Background: an optimization exercise with open tools, aiming at small area. Do not read the settings as production practice. Only simulation tests tie the RTL to the original design; equivalence was not proved. No activity file was given, so power comes from the tool's default toggle rates.

==> flow/design.v <==
module events_to_apb (
  input   logic         clk,
  input   logic         reset,
  input   logic         event_a_i,
  input   logic         event_b_i,
  input   logic         event_c_i,
  output  logic         apb_psel_o,
  output  logic         apb_penable_o,
  output  logic [31:0]  apb_paddr_o,
  output  logic         apb_pwrite_o,
  output  logic [31:0]  apb_pwdata_o,
  input   logic         apb_pready_i
);
  localparam CNT_W = 16;
  logic [1:0] src_q;
  logic acc_q;
  logic a_pending, b_pending, c_pending;
  localparam logic [CNT_W-1:0] INV = 16'hAAAA;
  logic [CNT_W-1:0] a_q, b_q, c_q;
  wire  [CNT_W-1:0] a_events = a_q ^ INV;
  wire  [CNT_W-1:0] b_events = b_q ^ INV;
  wire  [CNT_W-1:0] c_events = c_q ^ INV;
  logic [CNT_W-1:0] wdata;
  wire busy  = src_q[1] | src_q[0];
  wire sa = src_q[1] & src_q[0];
  wire sb = ~src_q[1] & src_q[0];
  wire sc = src_q[1] & ~src_q[0];
  wire idle  = ~busy;
  wire take_a = event_a_i;
  wire take_b = ~event_a_i & event_b_i;
  wire take_c = ~event_a_i & ~event_b_i & event_c_i;
  wire any_ev = event_a_i | event_b_i | event_c_i;
  wire tr_a = take_a | (~any_ev & a_pending);
  wire tr_b = take_b | (~any_ev & ~a_pending & b_pending);
  wire tr_c = take_c | (~any_ev & ~a_pending & ~b_pending & c_pending);
  wire set_a = sa & ~acc_q;
  wire set_b = sb & ~acc_q;
  wire set_c = sc & ~acc_q;
  wire za = reset | set_a;
  wire zb = reset | set_b;
  wire zc = reset | set_c;
  wire ia = ~reset & take_a;
  wire ib = ~reset & take_b;
  wire ic = ~reset & take_c;
  logic [CNT_W:0] ca, cb, cc;   
  logic [CNT_W-1:0] na, nb, nc;
  assign na[0] = za ? ia : (a_q[0] ^ ia);
  assign nb[0] = zb ? ib : (b_q[0] ^ ib);
  assign nc[0] = zc ? ic : (c_q[0] ^ ic);
  assign ca[1] = ~(ia & a_q[0]);
  assign cb[1] = ~(ib & b_q[0]);
  assign cc[1] = ~(ic & c_q[0]);
  for (genvar k = 1; k < CNT_W; k++) begin : g_bit
    if (k % 2 == 1) begin : g_odd
      count_bit_inv ua (.q(a_q[k]), .cin_n(ca[k]), .z(za), .d(na[k]), .cout(ca[k+1]));
      count_bit_inv ub (.q(b_q[k]), .cin_n(cb[k]), .z(zb), .d(nb[k]), .cout(cb[k+1]));
      count_bit_inv uc (.q(c_q[k]), .cin_n(cc[k]), .z(zc), .d(nc[k]), .cout(cc[k+1]));
    end else begin : g_even
      count_bit ua (.q(a_q[k]), .cin(ca[k]), .z(za), .d(na[k]), .cout_n(ca[k+1]));
      count_bit ub (.q(b_q[k]), .cin(cb[k]), .z(zb), .d(nb[k]), .cout_n(cb[k+1]));
      count_bit uc (.q(c_q[k]), .cin(cc[k]), .z(zc), .d(nc[k]), .cout_n(cc[k+1]));
    end
  end
  wire la    = ~reset & set_a;
  wire lb    = ~reset & set_b;
  wire lc    = ~reset & set_c;
  wire hold  = ~reset & ~(set_a | set_b | set_c);
  wire [CNT_W-1:0] nw = ({CNT_W{la}} & a_events) | ({CNT_W{lb}} & b_events) |
                        ({CNT_W{lc}} & c_events) | ({CNT_W{hold}} & wdata);
  always_ff @(posedge clk) begin
    a_q <= na;
    b_q <= nb;
    c_q <= nc;
    wdata    <= nw;
  end
  wire done = acc_q & apb_pready_i;
  always_ff @(posedge clk) begin
    if (reset) begin
      src_q <= 2'b00;
      acc_q <= 1'b0;
    end else if (idle) begin
      src_q <= tr_a ? 2'b11 : tr_b ? 2'b01 : tr_c ? 2'b10 : 2'b00;
    end else if (done) begin
      src_q <= 2'b00;
      acc_q <= 1'b0;
    end else begin
      acc_q <= 1'b1;
    end
  end
  always_ff @(posedge clk) begin
    if (reset) begin
      a_pending <= 1'b0;
      b_pending <= 1'b0;
      c_pending <= 1'b0;
    end else begin
      a_pending <= (a_pending & ~set_a) | (busy & take_a);
      b_pending <= (b_pending & ~set_b) | (busy & take_b);
      c_pending <= (c_pending & ~set_c) | (busy & take_c);
    end
  end
  assign apb_psel_o    = busy;
  assign apb_penable_o = acc_q;
  assign apb_pwrite_o  = acc_q;
  assign apb_pwdata_o  = {{(32-CNT_W){1'b0}}, wdata};
  always_comb begin
    if (!acc_q)
      apb_paddr_o = 32'h0;
    else if (sa)
      apb_paddr_o = 32'habba0000;
    else if (sb)
      apb_paddr_o = 32'hbaff0000;
    else
      apb_paddr_o = 32'hcafe0000;
  end
endmodule
module count_bit (
  input  logic q,
  input  logic cin,
  input  logic z,
  output logic d,
  output logic cout_n
);
  assign cout_n = ~(cin & q);
  assign d      = ~(z | ~((q | cin) & cout_n));
endmodule
module count_bit_inv (
  input  logic q,
  input  logic cin_n,
  input  logic z,
  output logic d,
  output logic cout
);
  assign cout = ~(cin_n | q);
  assign d    = (q & cin_n) | cout | z;
endmodule
==> flow/flow/run.sh <==
#!/bin/bash
# Layout flow: the standard ORFS flow (standard.sh) with
#  - synthesis through synth_recipe.tcl, keeping the (combinational) count
#    bit-slice modules apart until after mapping, mapping them by hand
#    (flow/count_cells.v) and the rest with an area-oriented ABC script,
#    without yosys's full/half-adder extraction (ADDER_MAP_FILE empty);
#  - sky130_fd_sc_hd__buf_1 as the port buffer cell;
#  - a clock tree of clkbuf_4 cells, without dummy load cells;
#  - one tie cell for the constant outputs (no tie fanout repair).
# Each tool's log stays in orfs/logs/; make's own output goes to flow_make.log.
set -euo pipefail
W=$(pwd)
export OWN_WORK="$W"
export OWN_ABC_SCRIPT="$W/flow/abc_area.script"
export BUFFER_PORTS_ARGS="-buffer_cell sky130_fd_sc_hd__buf_1"
export CTS_ARGS="-sink_clustering_enable -repair_clock_nets -dont_use_dummy_load -buf_list {sky130_fd_sc_hd__clkbuf_4} -root_buf sky130_fd_sc_hd__clkbuf_4 -sink_clustering_size 30 -sink_clustering_max_diameter 100"
export SKIP_REPAIR_TIE_FANOUT=1
bash standard.sh SYNTH_SCRIPT="$W/flow/own_synth.tcl" ADDER_MAP_FILE= \
  SYNTH_HIERARCHICAL=1 SYNTH_MINIMUM_KEEP_SIZE=0 finish > "$W/flow_make.log" 2>&1
==> flow/flow/abc_area.script <==
strash
&get -n
&st
&dch
&nf -R 1000
&put
topo
==> flow/flow/count_cells.v <==
// Hand-mapped count bit slices (sky130_fd_sc_hd), same function as the
// RTL modules of the same names in rtl/events_to_apb.sv.
module count_bit (q, cin, z, d, cout_n);
  input q, cin, z;
  output d, cout_n;
  wire x;
  sky130_fd_sc_hd__nand2_1 u_c (.A(cin), .B(q), .Y(cout_n));
  sky130_fd_sc_hd__o21ai_0 u_x (.A1(q), .A2(cin), .B1(cout_n), .Y(x));
  sky130_fd_sc_hd__nor2_1  u_d (.A(z), .B(x), .Y(d));
endmodule

module count_bit_inv (q, cin_n, z, d, cout);
  input q, cin_n, z;
  output d, cout;
  sky130_fd_sc_hd__nor2_1  u_c (.A(cin_n), .B(q), .Y(cout));
  sky130_fd_sc_hd__a211o_1 u_d (.A1(q), .A2(cin_n), .B1(cout), .C1(z), .X(d));
endmodule
==> flow/flow/own_synth.tcl <==
# The standard synthesis (synth_recipe.tcl, unchanged), except for the
# ABC mapping step:
#  - the count bit-slice modules (count_bit, count_bit_inv) are replaced by
#    hand-mapped cell netlists of the same function (flow/count_cells.v);
#  - ABC reads an area-oriented script (flow/abc_area.script).
# Flip-flops are mapped before ABC runs and all sit in the top module, so
# the registers are the standard synthesis's.
proc abc {args} {
  set i [lsearch -exact $args -script]
  if {$i >= 0} {
    set args [lreplace $args [expr {$i + 1}] [expr {$i + 1}] $::env(OWN_ABC_SCRIPT)]
  }
  yosys read_verilog -overwrite $::env(OWN_WORK)/flow/count_cells.v
  yosys abc {*}$args
}
source $::env(OWN_WORK)/synth_recipe.tcl
==> flow/standard.sh <==
#!/bin/bash
# synth_recipe.tcl (not shown) runs the flow's synth.tcl, then flattens the netlist and writes it again
# the make line also repeats each setting of config.mk as NAME=value (left out here)
make -C /OpenROAD-flow-scripts/flow DESIGN_CONFIG=/design/flow/config.mk WORK_HOME=/design/flow/orfs CLKGATE_MAP_FILE= SYNTH_SCRIPT=/design/flow/synth_recipe.tcl "${@:-finish}"
==> flow/config.mk <==
export PLATFORM = sky130hd
export DESIGN_NAME = events_to_apb
export DESIGN_NICKNAME = events_to_apb
export VERILOG_FILES = /design/flow/design.v
export SDC_FILE = /design/flow/constraint.sdc
export NUM_CORES = 4
export LEC_CHECK = 0
export CAP_MARGIN = 20
export CORE_MARGIN = 2
export CORE_UTILIZATION = 85
export SLEW_MARGIN = 20
==> flow/constraint.sdc <==
create_clock -name core_clock -period 5.0 [get_ports {clk}]
set_input_delay 1.0000 -clock core_clock [delete_from_list [all_inputs] [get_ports {clk}]]
set_output_delay 1.0000 -clock core_clock [all_outputs]
set_load 0.01 [all_outputs]
==> summary.txt, run 1 <==
Detailed routing
  – Drt total wl: ~6.4 mm
  – Met2 WL post-DR: a little over 3 mm
  – Met1 Wirelength: between 2 and 2.5 mm
  – Pre-antenna DRT Iters: 8
  – Mean number of vias per cell: 6.331
  – DR vias: 2431
  – ANT nets after route: 0
  – Met3 routed WL: 631 um
  – Iteration-0 DRC Markers: approximately 240
  – # DRC: 0
  – Per-cell routed wire length: about 17 um
  – Highest metal used: met4

Layout
  – Final core occ: 0.8625
  – ANT cells: 0
  – Nets@finish: between 300 and 400
  – Share of layout cells above drive strength 1: 0.03254
  – Fill count: 191
  – Area growth syn-to-layout: -1.608%

Run
  – Total of max-cap violations: 0

Place
  – Setup WS pre-CTS: 692.5 ps
  – Routability cong.: between 0.8 and 0.9
  – Port Buffers: 39
  – DP Wirelength: between 4 and 5 mm

Synth
  – Sequential fraction of the synthesis area: 0.4867
  – Count of different cell masters after synthesis: 25
  – Post-synth design cell area: 2879 um^2
  – Avg Cell Area, Syn: a little under 9 um^2
  – Register bit count reported by yosys: 70
  – Mapped Cells: 332
  – Yosys warns: 7

CTS
  – Total CTS buffers: 9
  – Postcts setup bufs: 0
  – PostCTS Resize Cnt: 0
  – Clock Sinks: 70
  – H-tree Lvls: 3
  – Reg clk slew, reported paths: about 110 ps
  – Clock tree buffer depth: 2
  – Clock network latency to the later pin of the worst-skew pair: approximately 420 ps
  – CTS tree: done
  – Root Buffer: clkbuf_4
  – Hold-fix buffers at CTS: 0

Die
  – Die W: 62.20 um
  – Full die area: around 3900 um^2
  – Io pins: between 70 and 80
  – Chip Height: 62.20 um
  – Row count: 21
  – Initial Util: 0.8766
  – Core area: 3284 um^2

GRT
  – Largest net degree at the start of global routing: 34
  – Global-route wire length before repair: approximately 10 mm
  – Total Routing Usage GR: 0.3452
  – Initial antenna violation count: 0
  – Total grt overflow: 0
  – Number of global-route vias before repair: 2299

Power
  – VDD IR-drop max: between 0.2 and 0.3 mV
  – Combinational power share: 0.118
  – Int Pwr: around 680 uW
  – P_sw: between 200 and 300 uW
  – Seq pwr share: 0.616
  – Power share of the clock group: 0.266
  – PD cells: 333.7 nW/um^2
  – Net Sw Frac: 0.2833
  – Leak pwr: ~0.00096 uW

STA
  – Fin worst setup slack: between 1000 and 1500 ps
  – Setup TNS after final layout: 0 ps
  – Fin crit share: 0.7957
  – Rel. slew slack: 0.1558
  – Fin. max-slew vios: 0
  – RSZ-0062 raised after global routing: false
  – Final min period: between 3000 and 4000 ps
  – Worst clock skew: roughly 34 ps
  – Final Hold Vio Count: 0
  – # setup viols final: 0
  – Worst slew pin tran: roughly 1300 ps
  – FMAX: roughly 0.25 GHz
  – Hold_ws: 439.4 ps

Worst setup path
  – FF-to-FF Start: a_q[0]
  – CP max-delay cell: a211o_1
  – CP arrival: 4300 ps
  – CP bufs+invs: 1
  – CP max stage delay: about 300 ps
  – Crit Path Class: input pin to flip-flop
  – CP required: around 5300 ps
  – Crit path max fanout: 16
  – Origin of the worst setup path: reset
  – CP most frequent cell: nand2_1
  – Cell family with most CP delay: simple AND/OR/NAND/NOR gates
  – Element type at the critical path end: flip-flop
  – Worst Setup Start Kind: input pin
  – Cells along the critical path: buf_1 -> nor2b_1 -> nand2_1 -> nor2_1 -> nand2_1 -> nor2_1 -> nand2_1 -> nor2_1 -> nand2_1 -> nor2_1 -> nand2_1 -> nor2_1 -> nand2_1 -> nor2_1 -> nand2_1 -> nor2_1 -> nand2_1 -> a211o_1

Worst hold path
  – Hold Startpoint: wdata[12]
  – Class of the worst hold path: flip-flop to flip-flop

Run status
  – Outcome: no timing/DRC/antenna violations
area by class of cell:
type                       instances  area, um^2  share of cell area
sequential                        70        1401              0.4947
multi-input combinational        214        1132              0.3997
timing repair buffer              41       158.9             0.05610
clock buffer                       9       67.56             0.02385
tap                               46       57.56             0.02032
inverter                           4       15.01            0.005300
modules after synthesis (local to each module, per instance):
module | copies in the design | cells inside | area [um^2]
events_to_apb | 1 | 221 | 2316
count_bit_inv | 24 | 2 | 12.51
count_bit | 21 | 3 | 12.51
power by group through the flow:
stage                     sequential [uW]  combinational, uW  clock (uW)
after floorplan                       592                106           0
after global placement                594                104           0
after detailed placement              594                106           0
after CTS                             581                108         250
after global routing                  585                118         273
final                                 582                111         252
synth_stat cells:
library cell   n  area, um^2
dfxtp_1       70        1401
nor2_1        66       247.7
nand2_1       45       168.9
buf_4         44       330.3
a211o_1       24       210.2
o21ai_0       22       110.1
a21oi_1       16       80.08
a222oi_1       8       80.08
o221ai_1       7       61.31
nor2b_1        5       31.28
clkinv_1       4       15.01
a22o_1         3       26.28
a31oi_1        3       18.77
nor3_1         3       15.01
or3_1          2       12.51
a211oi_1       1       7.510
and2_0         1       6.260
conb_1         1       3.750
mux2i_1        1       10.01
nand2b_1       1       6.260
nand3b_1       1       7.510
nor3b_1        1       7.510
nor4_1         1       6.260
or2_0          1       6.260
xnor2_1        1       8.760
cells in the final DEF (no fill, tap or decap), types with 2 or more instances in the layout:
cell type / netlist / routed
a31oi_1: 3 / 3
clkinv_1: 4 / 4
o21ai_0: 22 / 22
clkbuf_4: 0 / 9
or3_1: 2 / 2
nor2_1: 66 / 66
buf_1: 0 / 39
nand2_1: 45 / 45
dfxtp_1: 70 / 70
a22o_1: 3 / 3
nor2b_1: 5 / 5
a211o_1: 24 / 24
nor3_1: 3 / 3
a222oi_1: 8 / 8
o221ai_1: 7 / 7
a21oi_1: 16 / 16
kinds of logic after synthesis:
group	synth area share
mux	0.003477
flops	0.4867
simple gates	0.1791
other cells	0.001303
xor+xnor	0.003043
buf+inv	0.1199
compound gates	0.2064
per-stage QoR:
step	total power, uW	instance area (um^2)	instances
after floorplan	697.7	2879	332
after global placement	698.0	2760	374
after detailed placement	700.2	2760	374
after CTS	938.9	2828	383
after global routing	975.6	2833	384
final	945.4	2833	384
registers in the layout (all words and copies together), names as in the netlist:
signal,flops
acc_q,1
c_q,16
a_q,16
src_q,2
b_pending,1
b_q,16
a_pending,1
wdata,16
c_pending,1
worst reg2reg max path: stages, from the launching register on:
cell and delay [ps]:
dfxtp_1 400, nand2_1 120, nor2_1 200, nand2_1 110
nor2_1 180, nand2_1 120, nor2_1 230, nand2_1 130
nor2_1 190, nand2_1 110, nor2_1 220, nand2_1 130
nor2_1 230, nand2_1 150, nor2_1 200, nand2_1 110
a211o_1 300
routing by layer:
layer  GRT usage  up-vias
met1      0.3990     1132
met3     0.08514       27
met5           0        -
met2      0.5938      134
li1            -     1138
met4      0.1806        0
worst paths after layout:
path         depth (start not counted)   endpoint  slack [ps]
max                                 18    a_q[15]        1020
max reg2reg                         16    a_q[15]        1790
min                                  2  wdata[12]         440
min reg2reg                          2  wdata[12]         440
==> run 2, diff against run 1 <==
--- a/flow/config.mk
+++ b/flow/config.mk
@@ -9,3 +9,3 @@
 export CORE_MARGIN = 2
-export CORE_UTILIZATION = 85
+export CORE_UTILIZATION = 90
 export SLEW_MARGIN = 20
==> summary.txt, run 2 <==
Synth
  – Top cell type's share of synthesized area: 0.4867
  – Sequential fraction of the synthesis area: 0.4867
  – Register bit count reported by yosys: 70
  – Avg Cell Area, Syn: roughly 8.7 um^2
  – Cells taking the most area after synthesis: dfxtp_1, buf_4, nor2_1, a211o_1, nand2_1
  – Ys flop type: dfxtp_1
  – Post-synth design cell area: around 2900 um^2
  – Count of different cell masters after synthesis: 25
  – Yosys warns: 7
  – Post-synth EDFFs: 0
  – Synth top cells by count: dfxtp_1, nor2_1, nand2_1
  – Most area-hungry cell type in the Yosys netlist: dfxtp_1
  – Mapped Cells: around 330
  – Leading cell type by number of instances after synthesis: dfxtp_1
  – Synth async-reset ratio: 0

Run status
  – Halt Stage: 3_1_place_gp_skip_io
  – Tool Error: [ERROR GPL-0301] Utilization 107.391 % exceeds 100%.
  – Outcome: stopped before the end

Die
  – Initial Util: 0.9430
  – Chip Height: around 60 um
  – Row count: 20
  – Die W: between 60 and 70 um
run 2: cell counts after synthesis:
Identical to the previous run, type by type.
run 2: cell families after synthesis:
kind of cell | share of synthesized area
DFF | 0.4867
xor gates and xnor gates | 0.003043
and+or+nand+nor | 0.1791
AOI/OAI and AO/OA | 0.2064
other | 0.001303
muxes | 0.003477
buffers and inverters | 0.1199
run 2: modules after synthesis, one instance, submodules excluded:
module         cells  area, um^2  times used  flip-flops and latches
count_bit_inv      2       12.51          24                       0
events_to_apb    221        2316           1                      70
count_bit          3       12.51          21                       0
==> run 3, diff against run 2 <==
--- a/flow/config.mk
+++ b/flow/config.mk
@@ -9,3 +9,3 @@
 export CORE_MARGIN = 2
-export CORE_UTILIZATION = 90
+export CORE_UTILIZATION = 75
 export SLEW_MARGIN = 20
==> summary.txt, run 3 <==
Detailed routing
  – # DRC: 0
  – Per-cell routed wire length: around 15 um
  – DR vias: 2281
  – Drt total wl: 5.940 mm
  – Pre-antenna DRT Iters: 4
  – Mean number of vias per cell: ~5.9
  – Iteration-0 DRC Markers: 131
  – ANT nets after route: 0

Run
  – Total of max-cap violations: 0

Die
  – Full die area: about 4400 um^2
  – Row count: 22
  – Chip Height: 65.96 um
  – Initial Util: 0.7805
  – Core area: ~3700 um^2
  – Io pins: between 70 and 80
  – Die W: roughly 66 um

Layout
  – Area growth syn-to-layout: -1.347%
  – Commonest cells after routing, fill and taps aside: dfxtp_1, nor2_1, nand2_1
  – Commonest non-fill, non-tap cell in the layout: dfxtp_1
  – Share of layout cells above drive strength 1: 0.03561
  – ANT cells: 0
  – Nets@finish: ~350
  – Final core occ: 0.7700

Synth
  – Count of different cell masters after synthesis: 25
  – Register bit count reported by yosys: 70
  – Synth async-reset ratio: 0
  – Mapped Cells: roughly 330
  – Most area-hungry cell type in the Yosys netlist: dfxtp_1
  – Synth top cells by count: dfxtp_1, nor2_1, nand2_1
  – Avg Cell Area, Syn: just under 9 um^2
  – Yosys warns: 7
  – Cells taking the most area after synthesis: dfxtp_1, buf_4, nor2_1, a211o_1, nand2_1
  – Ys flop type: dfxtp_1
  – Post-synth EDFFs: 0
  – Top cell type's share of synthesized area: 0.4867
  – Leading cell type by number of instances after synthesis: dfxtp_1
  – Sequential fraction of the synthesis area: 0.4867
  – Post-synth design cell area: approximately 2900 um^2

STA
  – Final Hold Vio Count: 0
  – Fin crit share: 0.7943
  – FMAX: about 0.25 GHz
  – Worst slew pin tran: between 700 and 800 ps
  – Fin. max-slew vios: 0
  – # setup viols final: 0
  – Worst clock skew: ~21 ps
  – RSZ-0062 raised after global routing: false
  – Rel. slew slack: 0.5030
  – Setup TNS after final layout: 0 ps
  – Final min period: a little under 4000 ps

Worst hold path
  – Class of the worst hold path: flip-flop to flip-flop
  – Hold path depth: 2
  – Hold Startpoint: wdata[8]
  – Hold EP: wdata[8]

Worst setup path
  – CP max stage delay: approximately 290 ps
  – Worst R2R Path Depth: 16
  – FF-to-FF End: a_q[15]
  – Element type at the critical path end: flip-flop
  – Worst R2R Setup Slack: between 1500 and 2000 ps
  – CP arrival: about 4300 ps
  – FF-to-FF Start: a_q[0]
  – CP max-delay cell: a211o_1
  – CP bufs+invs: 1
  – Cells along the critical path: buf_1 -> nor2b_1 -> nand2_1 -> nor2_1 -> nand2_1 -> nor2_1 -> nand2_1 -> nor2_1 -> nand2_1 -> nor2_1 -> nand2_1 -> nor2_1 -> nand2_1 -> nor2_1 -> nand2_1 -> nor2_1 -> nand2_1 -> a211o_1
  – Worst Setup Start Kind: input pin
  – Cell family with most CP delay: simple AND/OR/NAND/NOR gates
  – CP required: 5290 ps
  – Crit path max fanout: 16
  – Crit Path Class: input pin to flip-flop
  – CP most frequent cell: nand2_1

CTS
  – Postcts setup bufs: 0
  – CTS tree: done
  – Hold-fix buffers at CTS: 0
  – H-tree Lvls: 3
  – Clock Sinks: 70
  – Clock network latency to the later pin of the worst-skew pair: 390 ps
  – PostCTS Resize Cnt: 0
  – Clock tree buffer depth: 2
  – Total CTS buffers: 9
  – Reg clk slew, reported paths: approximately 100 ps
  – Root Buffer: clkbuf_4

Power
  – P_sw: 259.1 uW
  – Leak pwr: 0.0009589 uW
  – Int Pwr: slightly below 700 uW
  – VDD IR-drop max: around 0.23 mV
  – Seq pwr share: 0.622
  – PD cells: ~330 nW/um^2
  – Net Sw Frac: 0.2766
  – Power share of the clock group: 0.263
  – Combinational power share: 0.115

GRT
  – Global-route wire length before repair: 9.342 mm
  – Largest net degree at the start of global routing: 34
  – Number of global-route vias before repair: about 2100
  – Total Routing Usage GR: 0.2900
  – Total grt overflow: 0
  – Initial antenna violation count: 0

Place
  – Routability cong.: ~0.88
  – Port Buffers: 39
  – DP Wirelength: 4.032 mm

Run status
  – Outcome: no timing/DRC/antenna violations
run 3: cell families after synthesis:
logic type / after synthesis / share of synthesized area
AND/OR/NAND/NOR: 127 / 0.1791
AO/OA/AOI/OAI: 84 / 0.2064
flip-flops: 70 / 0.4867
buffers and inverters: 48 / 0.1199
XOR/XNOR: 1 / 0.003043
multiplexers: 1 / 0.003477
other: 1 / 0.001303
run 3: modules after synthesis (local to each module, per instance):
module | cells | copies in the design | cell area, um^2
count_bit | 3 | 21 | 12.51
count_bit_inv | 2 | 24 | 12.51
events_to_apb | 221 | 1 | 2316
run 3: worst max path at each step:
| stage | endpoint | start | depth (start not counted) | slack, ps |
|---|---|---|---|---|
| after floorplan | b_q[15] | event_b_i | 18 | 1450 |
| after global placement | a_q[15] | reset | 18 | 900 |
| after detailed placement | a_q[15] | reset | 18 | 710 |
| after CTS | b_q[15] | event_b_i | 19 | 1130 |
| after global routing | b_q[15] | event_b_i | 19 | 620 |
| final | a_q[15] | reset | 18 | 1030 |
run 3: tightest hold or removal path: cells and delay by family, from the launching register on:
family	cells	cell delay (ps)
and+or+nand+nor	2	90
DFF	1	320
run 3: final cells by class:
cell class | count | area (um^2)
sequential | 70 | 1401
multi-input combinational | 214 | 1142
fill | 298 | 848.3
timing repair buffer | 40 | 153.9
clock buffer | 9 | 67.56
tap | 48 | 60.06
inverter | 4 | 15.01
run 3: through the flow:
step | instances | power [uW] | instance area, um^2 | hold WS (ps) | setup slack, ps
after CTS | 385 | 940.2 | 2830 | 444.8 | 1131
after global placement | 376 | 699.1 | 2763 | 423.7 | 899.7
final | 385 | 936.7 | 2840 | 442.8 | 1028
after detailed placement | 376 | 700.0 | 2763 | 431.0 | 709.2
after floorplan | 332 | 697.7 | 2879 | 442.4 | 1452
after global routing | 385 | 978.9 | 2840 | 462.6 | 620.8
run 3: per-layer routing:
metal  vias to the layer above  GRT usage  routed length, um
li1                       1136          -                  -
met1                      1081     0.3630               2625
met2                        59     0.4785               2933
met3                         5    0.06814                328
met4                         0     0.1250                 53
met5                         -          0                  0
run 3: power by group through the flow:
stage / clock network [uW] / logic, uW / registers, uW
floorplan: 0 / 106 / 592
global placement: 0 / 105 / 594
detailed placement: 0 / 106 / 594
CTS: 253 / 106 / 581
global route: 278 / 117 / 585
finish: 246 / 108 / 582
==> run 4, diff against run 3 <==
--- a/flow/flow/run.sh
+++ b/flow/flow/run.sh
@@ -17,2 +17,3 @@
 export SKIP_REPAIR_TIE_FANOUT=1
+export REMOVE_ABC_BUFFERS=1
 bash standard.sh SYNTH_SCRIPT="$W/flow/own_synth.tcl" ADDER_MAP_FILE= \
--- a/flow/config.mk
+++ b/flow/config.mk
@@ -10,2 +10,3 @@
 export CORE_UTILIZATION = 75
+export GPL_TIMING_DRIVEN = 0
 export SLEW_MARGIN = 20
==> summary.txt, run 4 <==
Run status
  – Outcome: no timing/DRC/antenna violations

Power
  – Leak pwr: ~0.00096 uW
  – Tot Pwr: between 900 and 1000 uW
  – VDD IR-drop max: around 0.22 mV
  – PD cells: ~330 nW/um^2

STA
  – RSZ-0062 raised after global routing: false
  – Rel. slew slack: 0.2092
  – Final min period: between 4000 and 5000 ps
  – Fin. max-slew vios: 0
  – Worst clock skew: 27.00 ps
  – Worst slew pin tran: around 1200 ps
  – Setup TNS after final layout: 0 ps
  – # setup viols final: 0
  – Hold_ws: ~440 ps
  – Final Hold Vio Count: 0
  – Fin crit share: 0.8156
  – FMAX: between 0.2 and 0.25 GHz

Worst setup path
  – CP max-delay cell: a211o_1
  – CP arrival: ~4400 ps
  – Element type at the critical path end: flip-flop
  – FF-to-FF Start: b_q[0]
  – FF-to-FF End: b_q[15]
  – Cells along the critical path: buf_1 -> nor2b_1 -> nor2b_1 -> nand2_1 -> nor2_1 -> nand2_1 -> nor2_1 -> nand2_1 -> nor2_1 -> nand2_1 -> nor2_1 -> nand2_1 -> nor2_1 -> nand2_1 -> nor2_1 -> nand2_1 -> nor2_1 -> nand2_1 -> a211o_1
  – Worst R2R Path Depth: 16
  – Worst R2R Setup Slack: 1860 ps
  – CP required: 5280 ps
  – Crit Path Class: input pin to flip-flop
  – CP most frequent cell: nand2_1
  – CP max stage delay: approximately 300 ps
  – Worst Setup Start Kind: input pin
  – Crit path max fanout: 4

Die
  – Io pins: 73
  – Initial Util: 0.7805
  – Row count: 22
  – Die W: 65.96 um
  – Chip Height: around 66 um
  – Full die area: about 4400 um^2
  – Core area: between 3000 and 4000 um^2

Place
  – Area post-placement: about 2800 um^2
  – Routability cong.: roughly 0.80
  – DP Wirelength: slightly above 4 mm
  – Number of placed instances, taps included: between 300 and 400
  – Port Buffers: 39

Synth
  – Largest family of logic cells by synthesized area: compound AO/OA/AOI/OAI gates
  – Post-synthesis compound-gate area fraction: 0.2064
  – Synth Area in Simple Gates: 0.1791
  – Post-synth EDFFs: 0
  – Ys flop type: dfxtp_1
  – Leading cell type by number of instances after synthesis: dfxtp_1
  – Post-synth design cell area: between 2000 and 3000 um^2
  – Mapped Cells: approximately 330
  – Top cell type's share of synthesized area: 0.4867
  – Most area-hungry cell type in the Yosys netlist: dfxtp_1
  – Synth top cells by count: dfxtp_1, nor2_1, nand2_1
  – Yosys warns: 7
  – Register bit count reported by yosys: 70
  – Post-synthesis mux area share: 0.003477
  – Sequential fraction of the synthesis area: 0.4867
  – Post-synthesis adder-cell area fraction: 0
  – Count of different cell masters after synthesis: 25
  – Xor-xnor portion of the synthesized cell area: 0.003042
  – Avg Cell Area, Syn: ~8.7 um^2
  – Cells taking the most area after synthesis: dfxtp_1, buf_4, nor2_1, a211o_1, nand2_1
  – Synth async-reset ratio: 0

Worst hold path
  – Class of the worst hold path: flip-flop to flip-flop
  – Hold Startpoint: wdata[12]
  – Hold EP: wdata[12]
  – Hold path depth: 2

CTS
  – Hold-fix buffers at CTS: 0
  – Root Buffer: clkbuf_4
  – Clock Sinks: 70
  – Postcts setup bufs: 0
  – Clock tree buffer depth: 2
  – CTS tree: done
  – Reg clk slew, reported paths: ~90 ps
  – Total CTS buffers: 9
  – PostCTS Resize Cnt: 0
  – H-tree Lvls: 3
  – Clock network latency to the later pin of the worst-skew pair: ~400 ps

Layout
  – Finished Cell Area: ~2800 um^2
  – Share of layout cells above drive strength 1: 0.03561
  – Fill count: between 200 and 300
  – Area growth syn-to-layout: -1.260%
  – Nets@finish: 345
  – ANT cells: 0
  – Commonest non-fill, non-tap cell in the layout: dfxtp_1
  – Commonest cells after routing, fill and taps aside: dfxtp_1, nor2_1, nand2_1
  – Fin cells: a little under 400

Detailed routing
  – Pre-antenna DRT Iters: 6
  – Met3 routed WL: about 500 um
  – ANT nets after route: 0
  – Met2 WL post-DR: roughly 2.7 mm
  – Mean number of vias per cell: approximately 6
  – # DRC: 0
  – Drt total wl: 5.837 mm
  – Met1 Wirelength: around 2.5 mm
  – DR vias: ~2300
  – Iteration-0 DRC Markers: between 150 and 200
  – Per-cell routed wire length: approximately 15 um
  – Highest metal used: met4

Run
  – Total of max-cap violations: 0

GRT
  – Total grt overflow: 0
  – Largest net degree at the start of global routing: 34
  – Total Routing Usage GR: 0.3013
  – Global-route wire length before repair: roughly 9.7 mm
  – Number of global-route vias before repair: between 2000 and 2500
  – Initial antenna violation count: 0
-- run 4: cell counts after synthesis --
No cell type changed its count.
-- run 4: cell families after synthesis --
| logic type | Yosys count |
|---|---|
| buf+inv | 48 |
| flops | 70 |
| simple gates | 127 |
| compound gates | 84 |
| xor+xnor | 1 |
| mux | 1 |
| other cells | 1 |
-- run 4: modules after synthesis (local to each module, per instance) --
| module | cell area [um^2] | flip-flops and latches | times used | cells |
|---|---|---|---|---|
| events_to_apb | 2316 | 70 | 1 | 221 |
| count_bit | 12.51 | 0 | 21 | 3 |
| count_bit_inv | 12.51 | 0 | 24 | 2 |
-- run 4: area by class of cell --
class	instances	area (um^2)	share of cell area
flip-flops and latches	70	1401	0.4930
multi-input cells	214	1141	0.4014
inverters	4	15.01	0.005282
clock buffers	9	67.56	0.02377
well taps	48	60.06	0.02113
repair buffers	40	157.7	0.05546
-- run 4: stage by stage --
step,utilization,setup slack (ps)
floorplan,-,1452
global placement,0.7469,917.6
detailed placement,0.7510,630.8
CTS,0.7693,1003
global route,0.7707,472.9
finish,0.7707,922.3
-- run 4: power by group --
part	switching, uW	internal (uW)
logic	81.1	28.0
registers	14.7	567
clock network	161	83.7
-- run 4: worst max-delay path by stage --
stage          slack [ps]  startpoint  cells after the start       to
2_1_floorplan        1450   event_b_i                     18  b_q[15]
3_3_place_gp          920       reset                     18  a_q[15]
3_5_place_dp          630   event_b_i                     19  b_q[15]
4_1_cts              1000   event_b_i                     19  b_q[15]
5_1_grt               470   event_b_i                     19  b_q[15]
6_report              920   event_b_i                     19  b_q[15]
-- run 4: critical path: cells and delay by family --
kind | cells | cell delay [ps]
AOI/OAI and AO/OA | 1 | 300
and+or+nand+nor | 17 | 2910
buffers and inverters | 1 | 140
-- run 4: metal layers --
| layer | up-vias | track usage |
|---|---|---|
| met4 | 0 | 0.1046 |
| met2 | 96 | 0.5025 |
| met5 | - | 0 |
| met1 | 1086 | 0.3618 |
| li1 | 1141 | - |
| met3 | 14 | 0.1039 |
==> run 5, diff against run 4 <==
--- a/flow/design.v
+++ b/flow/design.v
@@ -38,8 +38,8 @@
   wire set_c = sc & ~acc_q;
-  wire za = reset | set_a;
-  wire zb = reset | set_b;
-  wire zc = reset | set_c;
-  wire ia = ~reset & take_a;
-  wire ib = ~reset & take_b;
-  wire ic = ~reset & take_c;
+  wire za = set_a;
+  wire zb = set_b;
+  wire zc = set_c;
+  wire ia = take_a;
+  wire ib = take_b;
+  wire ic = take_c;
   logic [CNT_W:0] ca, cb, cc;   
@@ -63,16 +63,23 @@
   end
-  wire la    = ~reset & set_a;
-  wire lb    = ~reset & set_b;
-  wire lc    = ~reset & set_c;
-  wire hold  = ~reset & ~(set_a | set_b | set_c);
+  wire la    = set_a;
+  wire lb    = set_b;
+  wire lc    = set_c;
+  wire hold  = ~(set_a | set_b | set_c);
   wire [CNT_W-1:0] nw = ({CNT_W{la}} & a_events) | ({CNT_W{lb}} & b_events) |
                         ({CNT_W{lc}} & c_events) | ({CNT_W{hold}} & wdata);
-  always_ff @(posedge clk) begin
-    a_q <= na;
-    b_q <= nb;
-    c_q <= nc;
-    wdata    <= nw;
+  always_ff @(posedge clk or posedge reset) begin
+    if (reset) begin
+      a_q   <= INV;
+      b_q   <= INV;
+      c_q   <= INV;
+      wdata <= '0;
+    end else begin
+      a_q   <= na;
+      b_q   <= nb;
+      c_q   <= nc;
+      wdata <= nw;
+    end
   end
   wire done = acc_q & apb_pready_i;
-  always_ff @(posedge clk) begin
+  always_ff @(posedge clk or posedge reset) begin
     if (reset) begin
@@ -89,3 +96,3 @@
   end
-  always_ff @(posedge clk) begin
+  always_ff @(posedge clk or posedge reset) begin
     if (reset) begin
--- a/flow/flow/run.sh
+++ b/flow/flow/run.sh
@@ -17,3 +17,2 @@
 export SKIP_REPAIR_TIE_FANOUT=1
-export REMOVE_ABC_BUFFERS=1
 bash standard.sh SYNTH_SCRIPT="$W/flow/own_synth.tcl" ADDER_MAP_FILE= \
--- a/flow/config.mk
+++ b/flow/config.mk
@@ -10,3 +10,2 @@
 export CORE_UTILIZATION = 75
-export GPL_TIMING_DRIVEN = 0
 export SLEW_MARGIN = 20
==> summary.txt, run 5 <==
Run status
  – Outcome: no timing/DRC/antenna violations

Worst setup path
  – Worst R2R Path Depth: 16
  – Element type at the critical path end: flip-flop
  – Crit Path Class: input pin to flip-flop
  – Worst Setup Start Kind: input pin
  – Worst R2R Setup Slack: between 1500 and 2000 ps
  – FF-to-FF Start: c_q[0]
  – CP required: 5340 ps
  – CP arrival: about 4000 ps
  – Crit path max fanout: 8
  – FF-to-FF End: c_q[15]

STA
  – Final min period: roughly 3700 ps
  – Rel. slew slack: 0.4417
  – Setup TNS after final layout: 0 ps
  – RSZ-0062 raised after global routing: false
  – Fin. max-slew vios: 0
  – FMAX: about 0.27 GHz
  – Fin crit share: 0.7400
  – Worst clock skew: between 20 and 25 ps
  – # setup viols final: 0
  – Worst slew pin tran: about 840 ps
  – Final Hold Vio Count: 0

GRT
  – Total grt overflow: 0
  – Global-route wire length before repair: 10.09 mm
  – Largest net degree at the start of global routing: ~70
  – Total Routing Usage GR: 0.2698
  – Number of global-route vias before repair: roughly 2100
  – Initial antenna violation count: 0

Layout
  – Commonest non-fill, non-tap cell in the layout: nor2_1
  – Area growth syn-to-layout: -1.441%
  – Fin cells: 374
  – Commonest cells after routing, fill and taps aside: nor2_1, nand2_1, dfrtp_1
  – Nets@finish: around 330
  – ANT cells: 0
  – Finished Cell Area: ~3200 um^2
  – Share of layout cells above drive strength 1: 0.1080

Detailed routing
  – Per-cell routed wire length: 16.05 um
  – Drt total wl: roughly 6 mm
  – Pre-antenna DRT Iters: 5
  – Mean number of vias per cell: ~6.0
  – DR vias: 2237
  – Iteration-0 DRC Markers: 208
  – # DRC: 0
  – ANT nets after route: 0

Worst hold path
  – Hold Startpoint: wdata[6]
  – Class of the worst hold path: flip-flop to flip-flop
  – Hold EP: wdata[6]
  – Hold path depth: 2

Synth
  – Ys flop type: dfrtp_1
  – Most area-hungry cell type in the Yosys netlist: dfrtp_1
  – Synth async-reset ratio: 1.000
  – Avg Cell Area, Syn: 10.07 um^2
  – Mapped Cells: ~320
  – Cells taking the most area after synthesis: dfrtp_1, dfstp_2, buf_4, nor2_1, a211o_1
  – Top cell type's share of synthesized area: 0.3584
  – Leading cell type by number of instances after synthesis: nor2_1
  – Post-synth design cell area: 3212 um^2
  – Post-synth EDFFs: 0
  – Count of different cell masters after synthesis: 28
  – Sequential fraction of the synthesis area: 0.5547
  – Synth top cells by count: nor2_1, dfrtp_1, nand2_1
  – Yosys warns: 7
  – Register bit count reported by yosys: 70

Die
  – Io pins: 73
  – Row count: 23
  – Die W: just under 70 um
  – Core area: ~4000 um^2
  – Full die area: around 4800 um^2
  – Chip Height: ~70 um
  – Initial Util: 0.7916

Place
  – DP Wirelength: around 3.9 mm
  – Port Buffers: 39
  – Routability cong.: about 0.77
  – Number of placed instances, taps included: 365
  – Area post-placement: 3098 um^2

CTS
  – CTS tree: done
  – Total CTS buffers: 9
  – Postcts setup bufs: 0
  – Hold-fix buffers at CTS: 0
  – Root Buffer: clkbuf_4
  – H-tree Lvls: 3
  – PostCTS Resize Cnt: 0
  – Reg clk slew, reported paths: ~100 ps
  – Clock tree buffer depth: 2
  – Clock Sinks: 70
  – Clock network latency to the later pin of the worst-skew pair: slightly above 400 ps

Power
  – Leak pwr: ~0.0014 uW
  – PD cells: roughly 530 nW/um^2
  – VDD IR-drop max: between 0.4 and 0.5 mV

Run
  – Total of max-cap violations: 0
-- run 5: worst max-delay path by stage --
stage | start | endpoint | slack [ps]
floorplan | event_b_i | b_q[15] | 1600
global placement | event_a_i | b_q[15] | 1110
detailed placement | event_a_i | b_q[15] | 910
CTS | event_a_i | b_q[15] | 1340
global route | event_a_i | c_q[15] | 950
finish | event_a_i | b_q[15] | 1300
-- run 5: cell type report --
class | instances | area [um^2]
well taps | 50 | 62.56
repair buffers | 40 | 153.9
inverters | 5 | 18.77
clock buffers | 9 | 67.56
fillers | 269 | 892.1
multi-input cells | 200 | 1081
flip-flops and latches | 70 | 1782
-- run 5: metal layers --
metal,global-route usage,up-vias,share of wire
met5,0,-,0
met3,0.05669,9,0.058
met4,0.1046,0,0.016
met2,0.3964,79,0.47
met1,0.3994,1069,0.46
li1,-,1080,-
-- run 5: cell families (layout without fill, tap and decap cells) --
group,after synthesis,in the layout,synth area share
other cells,1,1,0.001168
compound gates,77,77,0.1734
simple gates,118,118,0.1504
xor+xnor,3,3,0.008182
buf+inv,49,54,0.1087
flops,70,70,0.5547
mux,1,1,0.003506
-- run 5: modules after synthesis (local to each module, per instance) --
module / times used / area, um^2 / flops+latches / cells inside
count_bit_inv: 24 / 12.51 / 0 / 2
count_bit: 21 / 12.51 / 0 / 3
events_to_apb: 1 / 2649 / 70 / 208
-- run 5: power breakdown --
part | total (uW) | switching (uW) | leakage (uW) | internal [uW]
Combinational | 502 | 311 | 0.000463 | 190
Sequential | 919 | 140 | 0.000858 | 780
Clock | 250 | 167 | 0.0000414 | 83.7
Total | 1670 | 618 | 0.00136 | 1050
-- run 5: worst max-delay path, stage by stage --
cell and delay, ps:
buf_1 170, nor2b_1 320, nand2_1 150, nor2_1 210
nand2_1 120, nor2_1 180, nand2_1 120, nor2_1 190
nand2_1 110, nor2_1 180, nand2_1 110, nor2_1 190
nand2_1 110, nor2_1 190, nand2_1 110, nor2_1 180
nand2_1 110, a211o_1 300
-- run 5: metrics by stage --
stage	hold slack, ps	total power (uW)	utilization	setup slack, ps
2_1_floorplan	450.0	1321	-	1596
3_5_place_dp	455.9	1432	0.7635	907.4
5_1_grt	494.9	1777	0.7801	952.4
6_report	472.2	1671	0.7801	1300
3_3_place_gp	447.7	1403	0.7635	1109
4_1_cts	477.9	1677	0.7801	1339

port drivers added, routing unchanged:
Ports are ideal in the flow. The routed layouts listed here were re-timed in OpenROAD.
Step 1, drivers: a clkbuf_16 drives clk and a buf_2 each remaining input, both assumed.
Step 2 also shifts input and output timing later by t, the mid clock arrival at the registers, as if the neighbouring blocks saw the same clock.
Three values: no drivers, after step 1, after step 2; two values: the first two.
run	t, ns	slack for setup (ns)	worst setup path at the end	worst slew at a driven data input, ns	cell pins on the clock port's net
run 1	0.427	1.021 / 1.023 / 0.596	input to register	0.03	1
run 3	0.409	1.028 / 1.031 / 0.621	input to register	0.03	1
run 4	0.410	0.922 / 0.927 / 0.517	input to register	0.03	1
run 5	0.419	1.300 / 1.303 / 0.884	input to register	0.03	1
After both steps setup and hold are still met in every run listed. For run 1, which loses most, drivers alone change the setup slack by +0.002 ns; drivers and shift together by -0.425 ns.
